This is an optimization exercise on Yosys and OpenROAD, whose aim is small area and a short achievable clock period, not a production implementation.
At most, simulation tests tie the RTL to the original design; equivalence was not proved.
For run 2, only the layout was checked, not whether the RTL still works.
In every run shown here, the design's own scripts or RTL, not TritonCTS, make the clock network.
The clock port is modelled as an ideal driver, which makes a skipped or thinned clock tree look cheaper than it is; a real chip needs a root buffer or a tree.
Power and IR drop assume default switching activity.

## flow/design.v

```verilog
module fir_filter #(parameter N = 101) (
    input wire clk,
    input wire reset,
    input wire signed [15:0] x_in,
    output reg signed [15:0] y_out
);
    reg signed [15:0] d0;                   
    reg signed [15:0] dl [1:N-1];           
    reg signed [15:0] d101;                 
    reg full_q;                             
    reg [6:0] lfsr;                         
    integer i;
    localparam [6:0] LFSR_N = 7'd119;
    always @(posedge clk) begin
        dl[1] <= d0;
        for (i = 2; i < N; i = i + 1)
            dl[i] <= dl[i-1];
        d101 <= dl[N-1];
    end
    always @(posedge clk or posedge reset) begin
        if (reset) begin
            d0 <= 16'd0;
            full_q <= 1'b0;
            y_out <= 16'd0;
            lfsr <= 7'd1;
        end else begin
            d0 <= x_in;
            y_out <= d0 + (full_q ? d101 : 16'sd0) + ~y_out + 16'sd1;
            lfsr <= {lfsr[5:0], lfsr[6] ^ lfsr[5]};
            if (lfsr == LFSR_N)
                full_q <= 1'b1;
        end
    end
endmodule
```

## flow/flow/run.sh

```bash
#!/bin/bash
set -euo pipefail
here=$(cd "$(dirname "$0")" && pwd)
export CTS_ARGS="-sink_clustering_enable -repair_clock_nets -dont_use_dummy_load -buf_list {sky130_fd_sc_hd__clkbuf_16} -sink_clustering_size 42 -sink_clustering_max_diameter 80"
export BUFFER_PORTS_ARGS="-buffer_cell sky130_fd_sc_hd__buf_4"
export SETUP_SLACK_MARGIN=${SETUP_SLACK_MARGIN:-8.6}
export SKIP_CTS_REPAIR_TIMING=1
export POST_CTS_TCL=$here/post_cts.tcl
export PRE_IO_PLACEMENT_TCL=$here/pre_io.tcl
bash standard.sh MATCH_CELL_FOOTPRINT=0 finish > flow_standard.log 2>&1
```

## flow/flow/clock_inv.tcl

```tcl
# Rebuild the clock tree's buffers as inverters (same topology, same places):
# one inverter stage is faster and smaller than a two-stage buffer. Only done
# when every register sees an even number of tree stages.
proc clk_tree_levels {} {
  # Returns a dict: buffer instance name -> level (1 = driven by the port),
  # or {} if the tree is not a plain buffer tree with even depth everywhere.
  set block [ord::get_db_block]
  set net [[$block findBTerm clk] getNet]
  set levels [dict create]
  set frontier [list [list $net 0]]
  while {[llength $frontier]} {
    set next {}
    foreach item $frontier {
      lassign $item n lvl
      foreach it [$n getITerms] {
        if {![$it isInputSignal] && [$it getIoType] ne "INPUT"} { continue }
        set inst [$it getInst]
        set m [[$inst getMaster] getName]
        if {[string match "sky130_fd_sc_hd__clkbuf_*" $m]} {
          dict set levels [$inst getName] [expr {$lvl + 1}]
          set out [[$inst findITerm X] getNet]
          lappend next [list $out [expr {$lvl + 1}]]
        } elseif {[$it getMTerm] ne "NULL" && [[$it getMTerm] getSigType] eq "CLOCK" || [[$it getMTerm] getName] eq "CLK"} {
          if {$lvl % 2 != 0} { puts "clock sink [$inst getName] at odd depth $lvl"; return {} }
        } else {
          puts "clock net feeds [$inst getName] ($m) pin [[$it getMTerm] getName]"
          return {}
        }
      }
    }
    set frontier $next
  }
  return $levels
}

proc clk_swap_inst {name cell} {
  set block [ord::get_db_block]
  set inst [$block findInst $name]
  set loc [$inst getLocation]
  set orient [$inst getOrient]
  set a_net [[$inst findITerm A] getNet]
  set x_net [[$inst findITerm X] getNet]
  odb::dbInst_destroy $inst
  set new [odb::dbInst_create $block [[ord::get_db] findMaster $cell] $name]
  [$new findITerm A] connect $a_net
  [$new findITerm Y] connect $x_net
  $new setOrient $orient
  $new setLocation [lindex $loc 0] [lindex $loc 1]
  $new setPlacementStatus PLACED
}

proc clk_tree_to_inverters {cells} {
  # cells: list of inverter cells by level (the last one is used for deeper levels)
  set levels [clk_tree_levels]
  if {[dict size $levels] == 0} { puts "clock tree left as buffers"; return 0 }
  dict for {name lvl} $levels {
    set i [expr {min($lvl, [llength $cells]) - 1}]
    clk_swap_inst $name [lindex $cells $i]
  }
  puts "clock tree: [dict size $levels] buffers replaced by inverters"
  return 1
}

proc clk_leaf_slew {name} {
  # Largest slew at the clock pins the tree inverter $name drives.
  set w 0
  foreach it [[[[[ord::get_db_block] findInst $name] findITerm Y] getNet] getITerms] {
    if {[$it isInputSignal] || [$it getIoType] eq "INPUT"} {
      set s [get_property [get_pins [[$it getInst] getName]/[[$it getMTerm] getName]] slew_max]
      if {$s > $w} { set w $s }
    }
  }
  return $w
}

proc clk_size_leaves {ladder target rounds} {
  # Resize the last-level tree inverters along $ladder (weakest first) so the
  # slew at every register clock pin stays under $target (ns), using the
  # smallest inverter that does.
  set leaves {}
  foreach inst [[ord::get_db_block] getInsts] {
    set m [[$inst getMaster] getName]
    if {[lsearch $ladder $m] < 0} continue
    set drives_reg 0
    foreach it [[[$inst findITerm Y] getNet] getITerms] {
      if {[[$it getMTerm] getName] eq "CLK"} { set drives_reg 1; break }
    }
    if {$drives_reg} { lappend leaves [$inst getName] }
  }
  for {set r 0} {$r < $rounds} {incr r} {
    estimate_parasitics -placement
    set changed 0
    foreach n $leaves {
      set m [[[[ord::get_db_block] findInst $n] getMaster] getName]
      set i [lsearch $ladder $m]
      set s [clk_leaf_slew $n]
      if {$s > $target && $i < [llength $ladder] - 1} {
        replace_cell $n [lindex $ladder [expr {$i + 1}]]; incr changed
      } elseif {$s < 0.8 * $target && $i > 0} {
        replace_cell $n [lindex $ladder [expr {$i - 1}]]; incr changed
      }
    }
    puts "clock leaf sizing round $r: $changed changed"
    if {$changed == 0} break
  }
}
```

## flow/flow/post_cts.tcl

```tcl
# Runs at the end of ORFS's CTS step.

set clk_net [get_nets [[[[ord::get_db_block] findBTerm clk] getNet] getName]]
set root_pins [get_pins -of_objects $clk_net -filter "direction == input"]
if {[llength $root_pins] == 1} {
  set root [get_cells -of_objects [lindex $root_pins 0]]
  set root_out [get_nets -of_objects [get_pins -of_objects $root -filter "direction == output"]]
  set loads [get_pins -of_objects $root_out -filter "direction == input"]
  puts "clock root [get_full_name $root] drives [llength $loads] pins"
  if {[llength $loads] <= 4} {
    set names {}
    foreach p $loads { lappend names [get_full_name $p] }
    set clk_name [get_full_name $clk_net]
    set out_name [get_full_name $root_out]
    foreach p $names {
      disconnect_pin $out_name $p
      connect_pin $clk_name $p
    }
    disconnect_pin $clk_name [get_full_name [lindex $root_pins 0]]
    delete_instance [get_full_name $root]
    delete_net $out_name
    puts "removed clock root buffer"
  }
}

source [file join [file dirname [info script]] clock_inv.tcl]
if {[clk_tree_to_inverters {sky130_fd_sc_hd__inv_16 sky130_fd_sc_hd__inv_12}]} {
  clk_size_leaves {sky130_fd_sc_hd__inv_8 sky130_fd_sc_hd__inv_12 sky130_fd_sc_hd__inv_16} 0.12 6
}

# Port buffers: the smallest buffer is also the fastest one for the light
# loads here (an output pin's 0.01 pF, an input's flop).
foreach c [get_cells {input* output*}] {
  set n [get_full_name $c]
  if {[string match "output*" $n]} {
    replace_cell $n sky130_fd_sc_hd__buf_1
  } elseif {[string match "x_in*" [get_full_name [get_nets -of_objects [get_pins $n/A]]]]} {
    replace_cell $n sky130_fd_sc_hd__buf_1
  }
}

detailed_placement
estimate_parasitics -placement
repair_design
repair_timing -setup -setup_margin $::env(SETUP_SLACK_MARGIN) -repair_tns 100 -verbose
repair_timing -hold -verbose
detailed_placement
check_placement -verbose
estimate_parasitics -placement
report_clock_latency
report_checks -path_delay max -group_path_count 3
```

## flow/flow/pre_io.tcl

```tcl
# Keep the data ports together in the middle of the bottom edge, so the
# adder, the output registers and the port buffers sit next to their pins.
set die [[ord::get_db_block] getDieArea]
set w [expr {([$die xMax] - [$die xMin]) / 1000.0}]
set names {}
foreach p [get_ports {x_in[*] y_out[*] reset}] { lappend names [get_full_name $p] }
set_io_pin_constraint -pin_names $names -region "bottom:[expr {0.25 * $w}]-[expr {0.75 * $w}]"
```

## flow/standard.sh

```bash
#!/bin/bash
# synth_recipe.tcl (not shown) runs the flow's synth.tcl, then flattens the netlist and writes it again
# the make line also repeats each setting of config.mk as NAME=value (left out here)
make -C /OpenROAD-flow-scripts/flow DESIGN_CONFIG=/design/flow/config.mk WORK_HOME=/design/flow/orfs CLKGATE_MAP_FILE= SYNTH_SCRIPT=/design/flow/synth_recipe.tcl "${@:-finish}"
```

## flow/config.mk

```make
export PLATFORM = sky130hd
export DESIGN_NAME = fir_filter
export DESIGN_NICKNAME = fir_filter
export VERILOG_FILES = /design/flow/design.v
export SDC_FILE = /design/flow/constraint.sdc
export NUM_CORES = 4
export LEC_CHECK = 0
export CAP_MARGIN = 20
export CORE_MARGIN = 2
export CORE_UTILIZATION = 70
export SLEW_MARGIN = 20
```

## flow/constraint.sdc

```tcl
create_clock -name core_clock -period 12.0 [get_ports {clk}]
set_input_delay 2.4000 -clock core_clock [delete_from_list [all_inputs] [get_ports {clk}]]
set_output_delay 2.4000 -clock core_clock [all_outputs]
set_load 0.01 [all_outputs]
```

==> metrics.cfg, run 1 <==
[status]
status=timing/DRC/antenna clean

[worst_setup_path]
crit_path_end_kind=primary output
cp_slowest_cell=dfrtp_1
cpPeakStageDelay_ns=0.42
startpoint_type=flip-flop
cp_max_fo=2
cp_top_family=flip-flops
cp.required_ns=9.60
cp.arrival_ns=0.81
crit_chain=buf_1
critical_path_class=reg2out
rrSetupSlack_ns=8.92
critPathBufInv=1

[timing]
fin_ws_ns=8.79
skew_ns=0.0487
max_slew.worst_pin.slew_ns=0.499
hold_violations=0
rsz0062_at_grt=no
drv_slew=0
setup_viol=0
relSlewSlack_pct=66.7
fin_crit_ns=3.21
tns_ns=0
finalCritPeriodShare_pct=26.8
max_freq_mhz=311

[placed_design]
gp_congestion=0.762
place_worst_setup_slack_ns=8.96
hpwl_mm=16.7
io_buffers=33

[final_layout]
fin_util_pct=74.6
nNetsFinal=1929
multi_input_area_sq_um=1130
area_growth_pct=5.33
final_cell_mix=1616 x dfxtp_1, 41 x inv_16, 39 x dfrtp_1, 32 x buf_1, 24 x inv_1
final_common_cell=dfxtp_1
nFillCells=2915
drive_gt1_share_pct=2.98
antenna_cells=0
final-seq-area_sq_um=33400

[die]
ioPinCount=34
die_y_um=226
coreArea_sq_um=48800
die_w_um=226
row_count=81
initial_core_util_pct=70.8
die_area_sq_um=51200

[pwr]
p_leak_nw=14.9
powerDensity_nw_per_um2=219
vdd_ir_drop_max_uv=174

[route]
via_per_inst=4.31
via_count=10900
drc=0
drt_pre_antenna_iters=4
routedWlPerCell_um=13.0
drtIter0Drc=411
totalWireLength_mm=33.0
ant_nets=0

[synth]
async_flop_share_pct=2.42
ys_top_cells_by_area=dfxtp_1 94%, dfrtp_1 2.8%, fa_1 0.87%
syn_nets=1849
synth_ff_type=dfxtp_1
yosys.area.top_type=dfxtp_1
post_synth_num_cell_types=37
syn_inst=1800
syn_area_sq_um=34600
ys_seq_area_share_pct=96.5
ys_ff_latch=1656
synth_warnings=2
synth-edff-count=0
synth_top_area_share_pct=93.6
syn_area_per_cell_sq_um=19.2

[global_routing]
grt_antenna_before_repair=0
grt_pass1_wl_mm=55.9
grt_max_degree=43
grt_util_all_layers_pct=13.5
globalRouteOverflowTotal=0
grt_pass1_vias=11000

[cts]
clkTransAtPathRegs_ns=0.11
clk_latency_ns=0.27
cts.sinks=1656

[min_path]
min_path_type=reg2reg

[job]
maxCapViolCount=0

==> logic make-up after synthesis <==
group	after synthesis	share of synthesized area (%)
and+or+nand+nor	34	0.550
adders and majority gates	31	1.45
buffers and inverters	25	0.271
AOI/OAI and AO/OA	38	0.869
DFF	1656	96.5
xor gates and xnor gates	16	0.405
==> cell type report <==
class | count | share of cell area (%)
multi-input combinational | 119 | 3.11
tap | 664 | 2.28
inverter | 69 | 2.67
timing repair buffer | 34 | 0.371
sequential | 1656 | 91.6
==> final timing paths <==
kind	start	end	depth (start not counted)
max in group asynchronous	reset	y_out[7]$_DFF_PP0_	3
setup / recovery	y_out[15]$_DFF_PP0_	y_out[15]	1
setup reg to reg	full_q$_DFFE_PP0N_	y_out[10]$_DFF_PP0_	10
hold reg to reg	dl[1][4]$_DFF_P_	dl[2][4]$_DFF_P_	0
hold / removal	dl[1][4]$_DFF_P_	dl[2][4]$_DFF_P_	0
min in group asynchronous	reset	y_out[12]$_DFF_PP0_	3
==> through the flow <==
step	hold WS (ns)	area, sq um	power [mW]	instances
after global placement	0.313	35700	6.24	2497
after global routing	0.296	36400	8.30	2542
final	0.282	36400	7.98	2542
after detailed placement	0.312	35700	6.25	2497
after floorplan	0.310	34600	6.12	1800
==> synth_stat cells (2+ instances only) <==
| cell | n |
|---|---|
| xnor2_1 | 12 |
| nor2b_1 | 2 |
| xor2_1 | 4 |
| a21o_2 | 2 |
| and3_1 | 2 |
| a21oi_2 | 2 |
| a21oi_1 | 10 |
| a21o_1 | 6 |
| nand2_1 | 2 |
| dfxtp_1 | 1616 |
| o21ai_1 | 2 |
| a211o_1 | 2 |
| and2_1 | 15 |
| nand2b_1 | 3 |
| fa_1 | 15 |
| ha_1 | 16 |
| inv_1 | 24 |
| a211oi_1 | 3 |
| dfrtp_1 | 39 |
| nor2_1 | 6 |
==> routing by layer <==
layer / track usage, % / share of wire, % / vias to the layer above
li1: - / - / 5652
met1: 21.3 / 54 / 5169
met2: 19.1 / 40 / 72
met3: 2.81 / 2.8 / 54
met4: 3.74 / 2.3 / 0
met5: 0 / 0 / -
==> flip-flops by register name, indices dropped and copies added (netlist names) <==
signal and count:
full_q 1, lfsr 7, dl 1600, y_out 16, d101 16, d0 16
==> where the power goes <==
part           total [mW]  internal, mW  switching (mW)
logic               0.379         0.168           0.212
registers            5.73          5.68          0.0511
clock network        1.88         0.242            1.63
==> run 2, diff against run 1 <==
--- a/flow/design.v
+++ b/flow/design.v
@@ -12,2 +12,29 @@
     integer i;
+    wire [15:0] ca = d0;
+    wire [15:0] cb = full_q ? d101 : 16'd0;
+    wire [15:0] cc = ~y_out;
+    wire [15:0] ss = ca ^ cb ^ cc;
+    wire [15:0] kk = (ca & cb) | (ca & cc) | (cb & cc);
+    wire [15:0] tt = {kk[14:0], 1'b1};
+    wire [15:0] pg_p0 = ss ^ tt;
+    wire [15:0] pg_g0 = ss & tt;
+    reg  [15:0] G [0:4];
+    reg  [15:0] P [0:4];
+    integer l, b;
+    always @(*) begin
+        G[0] = pg_g0; P[0] = pg_p0;
+        for (l = 0; l < 4; l = l + 1) begin
+            for (b = 0; b < 16; b = b + 1) begin
+                if (b[l]) begin
+                    G[l+1][b] = G[l][b] | (P[l][b] & G[l][((b >> l) << l) - 1]);
+                    P[l+1][b] = P[l][b] & P[l][((b >> l) << l) - 1];
+                end else begin
+                    G[l+1][b] = G[l][b];
+                    P[l+1][b] = P[l][b];
+                end
+            end
+        end
+    end
+    wire [15:0] carry = {G[4][14:0], 1'b0};
+    wire [15:0] y_next = pg_p0 ^ carry;
     localparam [6:0] LFSR_N = 7'd119;
@@ -27,3 +54,3 @@
             d0 <= x_in;
-            y_out <= d0 + (full_q ? d101 : 16'sd0) + ~y_out + 16'sd1;
+            y_out <= y_next;
             lfsr <= {lfsr[5:0], lfsr[6] ^ lfsr[5]};
--- a/flow/flow/post_cts.tcl
+++ b/flow/flow/post_cts.tcl
@@ -27,3 +27,3 @@
 if {[clk_tree_to_inverters {sky130_fd_sc_hd__inv_16 sky130_fd_sc_hd__inv_12}]} {
-  clk_size_leaves {sky130_fd_sc_hd__inv_8 sky130_fd_sc_hd__inv_12 sky130_fd_sc_hd__inv_16} 0.12 6
+  clk_size_leaves {sky130_fd_sc_hd__inv_8 sky130_fd_sc_hd__inv_12 sky130_fd_sc_hd__inv_16} 0.11 6
 }
==> metrics.cfg, run 2 <==
[status]
status=timing/DRC/antenna clean

[cts]
cts.sinks=1656
clk_latency_ns=0.29
clkTransAtPathRegs_ns=0.12

[route]
routedWlPerCell_um=12.9
via_count=10900
totalWireLength_mm=32.6
via_per_inst=4.31
drtIter0Drc=471
ant_nets=0
drc=0
drt_pre_antenna_iters=4

[timing]
max_freq_mhz=307
max_slew.worst_pin.slew_ns=0.488
tns_ns=0
fin_ws_ns=8.74
skew_ns=0.0369
worst_hold_slack_ns=0.312
rsz0062_at_grt=no
fin_crit_ns=3.26
setup_viol=0
relSlewSlack_pct=67.5
drv_slew=0
hold_violations=0
finalCritPeriodShare_pct=27.1

[pwr]
p_leak_nw=14.9
p_sw_share_pct=23.7
switching_power_mw=1.88
seqPwrFrac_pct=72.1
vdd_ir_drop_max_uv=193
powerDensity_nw_per_um2=219
combPwrFrac_pct=4.2
p_total_mw=7.95
clkPwrFrac_pct=23.7
intPower_mw=6.06

[final_layout]
fin_util_pct=74.5
final_cell_mix=1616 x dfxtp_1, 43 x inv_16, 39 x dfrtp_1, 33 x inv_1, 32 x buf_1
fin_cells=2524
antenna_cells=0
nNetsFinal=1912
drive_gt1_share_pct=2.80
largest_reg_flops=1600
final_common_cell=dfxtp_1
area_growth_pct=5.33
post-route-cell-area_sq_um=36300
top_register=dl

[worst_setup_path]
cpPeakStageDelay_ns=0.42
cp.required_ns=9.60
cp_max_fo=2
startpoint_type=flip-flop
cp_slowest_cell=dfrtp_1
crit_path_end_kind=primary output
cp.arrival_ns=0.86
critical_path_class=reg2out
crit_chain=buf_1
critPathBufInv=1
cp_top_family=flip-flops

[global_routing]
globalRouteOverflowTotal=0
grt_pass1_wl_mm=54.8
grt_util_all_layers_pct=13.3
grt_pass1_vias=10900
grt_antenna_before_repair=2
grt_max_degree=43

[job]
maxCapViolCount=0

[placed_design]
placed_cells=2480
placed_area_sq_um=35500
gp_congestion=0.756
io_buffers=33
place_worst_setup_slack_ns=8.91
hpwl_mm=16.2

[synth]
synth-edff-count=0
post_synth_num_cell_types=30
synth.most_common_cell=dfxtp_1
synth_commonest_cells=1616 x dfxtp_1, 39 x dfrtp_1, 33 x inv_1
yosys.area.top_type=dfxtp_1
synth-adder-area-share_pct=1.58
ys_seq_area_share_pct=96.8
syn_inst=1783
synthXorXnorAreaFrac_pct=0.378
async_flop_share_pct=2.42
synth_top_family_by_area=adder cells
synth-compound-area-share_pct=0.458
syn_area_sq_um=34500
ys_top_cells_by_area=dfxtp_1 94%, dfrtp_1 2.8%, fa_1 1.1%
synth_top_area_share_pct=93.9
synth_warnings=4
ys_ff_latch=1656
synth_ff_type=dfxtp_1
syn_area_per_cell_sq_um=19.3
synth-simple-area-share_pct=0.374
synthMuxAreaShare_pct=0.0436
syn_nets=1833

[die]
ioPinCount=34
row_count=81
die_area_sq_um=51000
initial_core_util_pct=70.7
die_y_um=226
die_w_um=226
coreArea_sq_um=48700

[min_path]
min_path_type=reg2reg

run 2: changes by cell type after synthesis, moves of 3 or more:
cell      change
xnor2_1       -4
a21oi_1       -4
fa_1          +4
and2_1        -4
nand2b_1      -3
ha_1          -3
inv_1         +9
run 2: kinds of logic after synthesis:
logic type	after synthesis
adder cells (fa/ha/maj)	32
XOR/XNOR	14
multiplexers	1
buffers and inverters	34
AND/OR/NAND/NOR	24
flip-flops	1656
AO/OA/AOI/OAI	22
run 2: power by group through the flow:
stage	clock network, mW	registers [mW]	logic [mW]
2_1_floorplan	0	5.85	0.234
3_3_place_gp	0	5.85	0.343
3_5_place_dp	0	5.85	0.356
5_1_grt	2.12	5.75	0.379
6_report	1.88	5.73	0.333
run 2: final cells by class:
type,count,area (sq um)
fillers,2830,12500
flip-flops and latches,1656,33400
inverters,77,1000
well taps,664,831
repair buffers,34,135
multi-input cells,93,975
run 2: layer usage:
layer  routed length, um  vias to the layer above  share of wire, %  GRT usage, %
met5                  14                        -             0.043             0
met4                 914                        2               2.8          4.85
li1                    -                     5561                 -             -
met2               12600                       75                39          18.4
met1               18100                     5178                56          21.3
met3                 914                       71               2.8          2.13
run 2: path summary, 6_finish.rpt:
path                                startpoint                 end  cells after the start  slack (ns)
setup reg to reg            full_q$_DFFE_PP0N_  y_out[8]$_DFF_PP0_                      9        8.90
min in group asynchronous                reset     d0[9]$_DFF_PP0_                      3        2.22
hold reg to reg              dl[19][5]$_DFF_P_   dl[20][5]$_DFF_P_                      0        0.31
setup / recovery           y_out[12]$_DFF_PP0_           y_out[12]                      1        8.74
max in group asynchronous                reset   lfsr[0]$_DFF_PP1_                      3        9.40
hold / removal               dl[19][5]$_DFF_P_   dl[20][5]$_DFF_P_                      0        0.31

==> port drivers added, routing unchanged <==
The flow's constraints put no driver on any port. The routed layouts listed below were extracted and timed again, unchanged, in two steps. Step 1 assumes that a clkbuf_16 drives the clock port and a buf_2 every other input. Step 2 moves the port delays by t, midway between the first and last clock arrival at a register: inputs arrive t later, outputs are due t later. That takes back most of the time a late clock gives input paths. Three values: no drivers, after step 1, after step 2; two values: the first two.
run	t (ns)	setup slack, ns	worst data-port slew with drivers (ns)	cell pins on the clock port's net
run 1	0.485	8.788 / 8.561 / 8.919	0.04	4
run 2	0.498	8.743 / 8.514 / 8.898	0.04	4
After both steps every run listed still meets setup and hold.
